This design comes from an exercise in tuning for small area and a short achievable clock period on the open sky130 flow, not from production work. Function was not checked in any run shown here: the RTL went through the layout flow alone.

## flow/design.v (module list and top-level ports; edited modules follow where they fit)
// module pe: 1128 lines
// module systolic_array: 77 lines
module systolic_array #(
    parameter M           = 5,
    parameter N           = 3,
    parameter K           = 4,
    parameter DATA_WIDTH  = 32
) (
    input clk,
    input rst_n,
    input [DATA_WIDTH*M-1:0] X,
    input [DATA_WIDTH*K-1:0] W,
    output reg [DATA_WIDTH*M*K-1:0] Y,
    output done
);
  // ...
==> flow/run.sh <==
#!/bin/bash
# synth_recipe.tcl (not shown) runs the flow's synth.tcl, then flattens the netlist and writes it again
# the make line also repeats each setting of config.mk as NAME=value (left out here)
make -C /OpenROAD-flow-scripts/flow DESIGN_CONFIG=/design/flow/config.mk WORK_HOME=/design/flow/orfs CLKGATE_MAP_FILE= SYNTH_SCRIPT=/design/flow/synth_recipe.tcl finish
==> flow/config.mk <==
export PLATFORM = sky130hd
export DESIGN_NAME = systolic_array
export DESIGN_NICKNAME = systolic_array
export VERILOG_FILES = /design/flow/design.v
export SDC_FILE = /design/flow/constraint.sdc
export NUM_CORES = 8
export LEC_CHECK = 0
export ABC_AREA = 1
export CAP_MARGIN = 20
export CORE_MARGIN = 2
export CORE_UTILIZATION = 60
export PLACE_DENSITY = 0.7
export SETUP_SLACK_MARGIN = 4
export SLEW_MARGIN = 20
==> flow/constraint.sdc <==
create_clock -name core_clock -period 8.5 [get_ports {clk}]
set_input_delay 1.7000 -clock core_clock [delete_from_list [all_inputs] [get_ports {clk}]]
set_output_delay 1.7000 -clock core_clock [all_outputs]
set_load 0.01 [all_outputs]
==> out/metrics.cfg, run 1 <==
[global_routing]
grt.busiest_layer = met2
use_met1_pct = 48.0
met2_usage_pct = 55.8

[clock_tree]
clk-insertion-delay-late_ns = 0.89

[yosys]
avgSynthCellArea_um2 = 10.3
synth_top_family_by_area = adder cells
synth-edff-count = 640

[sta]
worst_slew_pin_slew_ns = 1.04
hold-worst-slack_ns = 0.294
setup_viol = 0
setup_ws_ns = 4.09
relSlewSlack_pct = 30.6

[layout]
largest_reg_flops = 640
area_share_nonclk_buffers_pct = 7.85
nets = 14300
dominant_cells = multi-input gates
clkbuf_count = 288
clkCellAreaFrac_pct = 5.33

[routing]
routed.top_layer = met5
drt_drc_violations_left = 0
drt_first_iter_violations = 10500

[worst_setup_path]
cp_max_fo = 63

[outcome]
status = timing/DRC/antenna clean

[run]
maxCapViolations = 0

==> module systolic_array, before the edit <==
module systolic_array #(
    parameter M           = 5,
    parameter N           = 3,
    parameter K           = 4,
    parameter DATA_WIDTH  = 32
) (
    input clk,
    input rst_n,
    input [DATA_WIDTH*M-1:0] X,
    input [DATA_WIDTH*K-1:0] W,
    output reg [DATA_WIDTH*M*K-1:0] Y,
    output done
);
reg [3:0] cnt;
reg done_q;
always @(posedge clk or negedge rst_n) begin
    if (!rst_n) begin
        cnt <= 4'd0;
        done_q <= 1'b0;
    end else begin
        if (cnt != 4'd15) cnt <= cnt + 4'd1;
        if (cnt == 4'd13) done_q <= 1'b1;
    end
end
assign done = done_q;
reg [2:0] ld;     
reg [M-1:0] clr;  
reg [3:0] wy;     
always @(posedge clk or negedge rst_n) begin
    if (!rst_n) begin
        ld <= 3'b001;
        clr <= {M{1'b0}};
        wy <= 4'd0;
    end else begin
        ld <= {cnt == 4'd1, cnt == 4'd0, 1'b0};
        clr <= {M{(cnt == 4'd0) | (cnt == 4'd1) | (cnt == 4'd6) | (cnt == 4'd7)}};
        wy[0] <= (cnt == 4'd5);
        wy[1] <= (cnt == 4'd6);
        wy[2] <= (cnt == 4'd11);
        wy[3] <= (cnt == 4'd12);
    end
end
wire ldany = |ld;
reg [31:0] wq [0:9];
integer q;
always @(posedge clk) begin
    for (q = 0; q < 9; q = q + 1) wq[q] <= wq[q+1];
    if (ld[0] | ld[2]) begin
        wq[0] <= W[0 +: 32];  wq[3] <= W[32 +: 32];
        wq[6] <= W[64 +: 32]; wq[9] <= W[96 +: 32];
    end else if (ld[1]) begin
        wq[0] <= W[32 +: 32]; wq[3] <= W[0 +: 32];
        wq[6] <= W[96 +: 32]; wq[9] <= W[64 +: 32];
    end else begin
        wq[9] <= W[64 +: 32];
    end
end
genvar i;
generate
    for (i = 0; i < M; i = i + 1) begin : row
        reg [31:0] xr0, xr1, xr2;
        always @(posedge clk) begin
            xr0 <= ldany ? X[32*i +: 32] : xr1;
            xr1 <= xr2;
            xr2 <= xr0;
        end
        wire [31:0] sum;
        pe u (.clk(clk), .x(xr0), .w(wq[0]), .clr(clr[i]), .sum(sum));
        always @(posedge clk) begin
            if (wy[0]) Y[32*(4*i+0) +: 32] <= sum;
            if (wy[1]) Y[32*(4*i+1) +: 32] <= sum;
            if (wy[2]) Y[32*(4*i+2) +: 32] <= sum;
            if (wy[3]) Y[32*(4*i+3) +: 32] <= sum;
        end
    end
endgenerate
endmodule
==> run 2: changes to the inputs <==
--- a/flow/design.v
+++ b/flow/design.v
@@ -1,65 +1,65 @@
 module pe (
     input clk,
-    input [31:0] x,       
+    input [47:0] xe,      
     input [31:0] w,       
     input clr,            
     output [31:0] sum     
 );
   reg [31:0] acc;        
   wire [31:0] accm = clr ? 32'd0 : acc;
-  wire neg0 = x[1];
-  wire one0 = x[0] ^ 1'b0;
-  wire two0 = (x[1] & ~x[0] & ~1'b0) | (~x[1] & x[0] & 1'b0);
-  wire neg1 = x[3];
-  wire one1 = x[2] ^ x[1];
-  wire two1 = (x[3] & ~x[2] & ~x[1]) | (~x[3] & x[2] & x[1]);
-  wire neg2 = x[5];
-  wire one2 = x[4] ^ x[3];
-  wire two2 = (x[5] & ~x[4] & ~x[3]) | (~x[5] & x[4] & x[3]);
-  wire neg3 = x[7];
-  wire one3 = x[6] ^ x[5];
-  wire two3 = (x[7] & ~x[6] & ~x[5]) | (~x[7] & x[6] & x[5]);
-  wire neg4 = x[9];
-  wire one4 = x[8] ^ x[7];
-  wire two4 = (x[9] & ~x[8] & ~x[7]) | (~x[9] & x[8] & x[7]);
-  wire neg5 = x[11];
-  wire one5 = x[10] ^ x[9];
-  wire two5 = (x[11] & ~x[10] & ~x[9]) | (~x[11] & x[10] & x[9]);
-  wire neg6 = x[13];
-  wire one6 = x[12] ^ x[11];
-  wire two6 = (x[13] & ~x[12] & ~x[11]) | (~x[13] & x[12] & x[11]);
-  wire neg7 = x[15];
-  wire one7 = x[14] ^ x[13];
-  wire two7 = (x[15] & ~x[14] & ~x[13]) | (~x[15] & x[14] & x[13]);
-  wire neg8 = x[17];
-  wire one8 = x[16] ^ x[15];
-  wire two8 = (x[17] & ~x[16] & ~x[15]) | (~x[17] & x[16] & x[15]);
-  wire neg9 = x[19];
-  wire one9 = x[18] ^ x[17];
-  wire two9 = (x[19] & ~x[18] & ~x[17]) | (~x[19] & x[18] & x[17]);
-  wire neg10 = x[21];
-  wire one10 = x[20] ^ x[19];
-  wire two10 = (x[21] & ~x[20] & ~x[19]) | (~x[21] & x[20] & x[19]);
-  wire neg11 = x[23];
-  wire one11 = x[22] ^ x[21];
-  wire two11 = (x[23] & ~x[22] & ~x[21]) | (~x[23] & x[22] & x[21]);
-  wire neg12 = x[25];
-  wire one12 = x[24] ^ x[23];
-  wire two12 = (x[25] & ~x[24] & ~x[23]) | (~x[25] & x[24] & x[23]);
-  wire neg13 = x[27];
-  wire one13 = x[26] ^ x[25];
-  wire two13 = (x[27] & ~x[26] & ~x[25]) | (~x[27] & x[26] & x[25]);
-  wire neg14 = x[29];
-  wire one14 = x[28] ^ x[27];
-  wire two14 = (x[29] & ~x[28] & ~x[27]) | (~x[29] & x[28] & x[27]);
-  wire neg15 = x[31];
-  wire one15 = x[30] ^ x[29];
-  wire two15 = (x[31] & ~x[30] & ~x[29]) | (~x[31] & x[30] & x[29]);
+  wire one0 = xe[0];
+  wire two0 = xe[1];
+  wire neg0 = xe[2];
+  wire one1 = xe[3];
+  wire two1 = xe[4];
+  wire neg1 = xe[5];
+  wire one2 = xe[6];
+  wire two2 = xe[7];
+  wire neg2 = xe[8];
+  wire one3 = xe[9];
+  wire two3 = xe[10];
+  wire neg3 = xe[11];
+  wire one4 = xe[12];
+  wire two4 = xe[13];
+  wire neg4 = xe[14];
+  wire one5 = xe[15];
+  wire two5 = xe[16];
+  wire neg5 = xe[17];
+  wire one6 = xe[18];
+  wire two6 = xe[19];
+  wire neg6 = xe[20];
+  wire one7 = xe[21];
+  wire two7 = xe[22];
+  wire neg7 = xe[23];
+  wire one8 = xe[24];
+  wire two8 = xe[25];
+  wire neg8 = xe[26];
+  wire one9 = xe[27];
+  wire two9 = xe[28];
+  wire neg9 = xe[29];
+  wire one10 = xe[30];
+  wire two10 = xe[31];
+  wire neg10 = xe[32];
+  wire one11 = xe[33];
+  wire two11 = xe[34];
+  wire neg11 = xe[35];
+  wire one12 = xe[36];
+  wire two12 = xe[37];
+  wire neg12 = xe[38];
+  wire one13 = xe[39];
+  wire two13 = xe[40];
+  wire neg13 = xe[41];
+  wire one14 = xe[42];
+  wire two14 = xe[43];
+  wire neg14 = xe[44];
+  wire one15 = xe[45];
+  wire two15 = xe[46];
+  wire neg15 = xe[47];
   wire pp0_0 = (one0 & w[0]) ^ neg0;
   wire pp0_1 = ((one0 & w[1]) | (two0 & w[0])) ^ neg0;
   wire pp0_2 = ((one0 & w[2]) | (two0 & w[1])) ^ neg0;
   wire pp0_3 = ((one0 & w[3]) | (two0 & w[2])) ^ neg0;
   wire pp0_4 = ((one0 & w[4]) | (two0 & w[3])) ^ neg0;
   wire pp0_5 = ((one0 & w[5]) | (two0 & w[4])) ^ neg0;
   wire pp0_6 = ((one0 & w[6]) | (two0 & w[5])) ^ neg0;
   wire pp0_7 = ((one0 & w[7]) | (two0 & w[6])) ^ neg0;
@@ -1178,27 +1178,41 @@
         wq[6] <= W[64 +: 32]; wq[9] <= W[96 +: 32];
     end else if (ld[1]) begin
         wq[0] <= W[32 +: 32]; wq[3] <= W[0 +: 32];
         wq[6] <= W[96 +: 32]; wq[9] <= W[64 +: 32];
     end else begin
         wq[9] <= W[64 +: 32];
     end
 end
+function [47:0] benc(input [31:0] x);
+    integer k;
+    reg b2, b1, b0;
+    begin
+        for (k = 0; k < 16; k = k + 1) begin
+            b2 = x[2*k+1];
+            b1 = x[2*k];
+            b0 = (k == 0) ? 1'b0 : x[(k == 0) ? 0 : 2*k-1];
+            benc[3*k]   = b1 ^ b0;
+            benc[3*k+1] = (b2 & ~b1 & ~b0) | (~b2 & b1 & b0);
+            benc[3*k+2] = b2;
+        end
+    end
+endfunction
 genvar i;
 generate
     for (i = 0; i < M; i = i + 1) begin : row
-        reg [31:0] xr0, xr1, xr2;
+        reg [47:0] xr0, xr1, xr2;
         always @(posedge clk) begin
-            xr0 <= ldany ? X[32*i +: 32] : xr1;
+            xr0 <= ldany ? benc(X[32*i +: 32]) : xr1;
             xr1 <= xr2;
             xr2 <= xr0;
         end
         wire [31:0] sum;
-        pe u (.clk(clk), .x(xr0), .w(wq[0]), .clr(clr[i]), .sum(sum));
+        pe u (.clk(clk), .xe(xr0), .w(wq[0]), .clr(clr[i]), .sum(sum));
         always @(posedge clk) begin
             if (wy[0]) Y[32*(4*i+0) +: 32] <= sum;
             if (wy[1]) Y[32*(4*i+1) +: 32] <= sum;
             if (wy[2]) Y[32*(4*i+2) +: 32] <= sum;
             if (wy[3]) Y[32*(4*i+3) +: 32] <= sum;
         end
     end
 endgenerate
==> out/metrics.cfg, run 2 <==
[outcome]
status = timing/DRC/antenna clean

[yosys]
synth_top_area_share_pct = 28.0
ys_ff_latch = 2463
synth-edff-count = 640  ; unchanged
synth_top_cells_by_count = inv_1, dfxtp_1, xor2_1
avgSynthCellArea_um2 = 10.1  ; -1.7%
synth_area_um2 = 129000
synthTopCellsByArea = dfxtp_1, fa_1, edfxtp_1, xor2_1, inv_1
yosysWarnings = 4
synth_top_flop_cell = dfxtp_1
synthCells = 12700
async_flop_share_pct = 0.528
yosysSeqAreaShare_pct = 43.1
ys_types = 51
yosysMostFrequentCell = inv_1
synthesis.nets = 14500
synth_top_area_cell = dfxtp_1

[floorplanning]
pin_count = 931
initial_core_util_pct = 60.3
fp.coreArea_um2 = 214000
die_w_um = 468
rows = 170
die_y_um = 468
dieArea_um2 = 219000

[sta]
rsz0062_at_grt = true
period_minus_slack_ns = 4.41
slew_viol_final = 0
setup_viol = 0  ; unchanged
worst_slew_pin_slew_ns = 1.25  ; +0.206 ns
finClkSkew_ns = 0.0594
final_hold_viol_count = 0
fmax_mhz = 227
hold-worst-slack_ns = 0.305  ; +0.0106 ns
tns_ns = 0
min_period_over_period_pct = 51.9
setup_ws_ns = 4.09  ; -0.00329 ns
relSlewSlack_pct = 16.7  ; -14 points

[placement]
dp.cells = 16000
place_area_um2 = 141000
dp_hpwl_mm = 302
routabilityCongestion = 1.01
io_buffers = 930
dpl_worst_slack_ns = 3.83

[hold_path]
hp-start = row[0].xr2[23]$_DFF_P_
min_path_cells = 0
hp-class = flop to flop
whs_endpoint = row[0].xr1[23]$_DFF_P_

[clock_tree]
path_clk_slew_ns = 0.06
cts_tree = yes
cts-buffers-inserted = 240
postCtsHoldBufs = 0
cts.sinks = 2463
cts-root-buf = clkbuf_16
clockBufferDepth = 3
cts_max_level = 4
clk-insertion-delay-late_ns = 0.95  ; +0.06 ns

[worst_setup_path]
crit_type = flop to flop
cp_max_fo = 38  ; -40%
r2r_cells = 10
cpPeakStageDelay_ns = 0.68
path_cells = inv_6, buf_4, nand2_1, fa_1, inv_1, fa_1, inv_1, fa_1, inv_1, fa_1
r2r_end = row[1].u.ra_25_3$_DFF_P_
r2r-start = clr[0]$_DFF_PN0_
crit_path_top_delay_cell = dfrtp_4
path_common_cell = fa_1
arrival_ns = 5.21
worstPathRequired_ns = 9.30
regToRegSetupSlack_ns = 4.09
endpoint_kind = flop
startpoint_type = flop

[layout]
largest_reg_flops = 640  ; unchanged
multi_input_area_um2 = 62300
syn_to_final_growth_pct = 15.4
drive_gt1_share_pct = 5.89
final_cell_mix = inv_1, dfxtp_1, xor2_1, o22ai_1, nand2_1
regMostFlops = Y
largest_registers = Y (640), wq (320)
fill_cells = 16100
nets = 15100  ; +5.4%
finalCoreUtilization_pct = 69.6
final_common_cell = inv_1
design_area_um2 = 149000
seq_area_um2 = 55800
fin_cells = 16400

[routing]
wl_per_cell_um = 25.7
drt_first_iter_violations = 11100  ; +5.5%
dr.pass1.iters = 7
drt_drc_violations_left = 0  ; unchanged
avgViaCountPerCell = 5.90
wl_mm = 423
ant_nets = 0
vias = 97100

[global_routing]
grt_use_total_pct = 38.1
grt_pass1_vias = 98200
grt_max_degree = 184
grt_pass1_wl_mm = 622
gr-total-overflow = 0
antenna_found_initial = 43

[run]
maxCapViolations = 0  ; unchanged

==> run 2: cell types whose count changed after synthesis, sizes merged, moves of 58 or more <==
cell   previous run  this run
or2              21        79
o21ai           380       499
dfxtp          1570      1810
nand2          1079      1222
mux2            191        41
nor2            462       531
a31oi            33       148
buf             271       336
a21oi           185       276
inv            2042      2142
==> run 2: worst max-delay path by stage <==
stage | from | end
floorplan | wy[0]$_DFF_PN0_ | Y[0]$_DFFE_PP_
global placement | wq[0][27]$_DFF_P_ | row[4].u.ra_31_3$_DFF_P_
detailed placement | wq[0][27]$_DFF_P_ | row[4].u.ra_31_3$_DFF_P_
CTS | wq[0][15]$_DFF_P_ | row[4].u.ra_31_3$_DFF_P_
global route | wq[0][19]$_DFF_P_ | row[4].u.ra_31_3$_DFF_P_
finish | clr[0]$_DFF_PN0_ | row[1].u.ra_25_3$_DFF_P_
==> run 2: what timing repair did <==
item,CTS,global route
endpoints found under the setup margin,14,6
resized for setup,7,34
gates cloned,0,1
setup buffers,0,7
hold endpoints to repair,0,0
pin swaps,0,0
==> run 2: critical path: cells and delay by family (launching register included) <==
kind / cells / cell delay, ns
simple gates: 1 / 0.14
buf+inv: 5 / 1.31
fa+ha+maj: 4 / 2.07
flops: 1 / 0.68
==> run 2: final cells by class <==
class,instances,area share [%]
multi-input combinational,7392,41.8
sequential,2463,37.4
timing repair buffer,1081,7.13
inverter,2198,5.60
clock buffer,323,4.54
tap,2838,2.38
clock inverter,133,1.13
antenna,17,0.0285
timing repair inverter,1,0.00335
==> run 2: layer usage <==
layer,GRT usage [%],part of all wire [%]
met1,50.1,39
met2,57.3,44
met3,11.3,12
met4,19.7,5.8
met5,0,0.078
==> run 2: logic make-up (layout without fill, tap and decap cells) <==
kind of cell    count (synthesis)  in the layout  synth area share [%]
fa+ha+maj                    1444           1444                  20.5
compound gates               2237           2237                  10.2
other cells                     1             18               0.00290
xor+xnor                     1498           1498                  10.1
simple gates                 2171           2171                  6.91
flops                        2463           2463                  43.1
buf+inv                      2894           3736                  8.69
mux                            41             41                 0.357

==> separate check: timing with driven ports <==
No port has a modelled driver above. Below, the same layouts with a new extraction and two added sets of constraints.
Step 1 assumes that a clkbuf_16 drives the clock port and a buf_2 every other input.
Step 2 adds t to the input delays and takes it off the output delays; t is the mean of the earliest and latest rising clock arrival at the registers after step 1. Input paths then give back, and output paths get back, about the clock's delay inside the block.
Slacks: no drivers / after step 1 / after step 2; pairs: no drivers / after step 1.
run	t (ns)	setup WS [ns]	worst setup path at the end	worst slew at a driven data input, ns	cell pins on the clock port's net
run 1	0.962	4.091 / 4.091 / 4.091	register to register	0.14	1
run 2	1.018	4.087 / 4.087 / 4.087	register to register	0.22	1
After both steps every run listed still meets setup and hold.
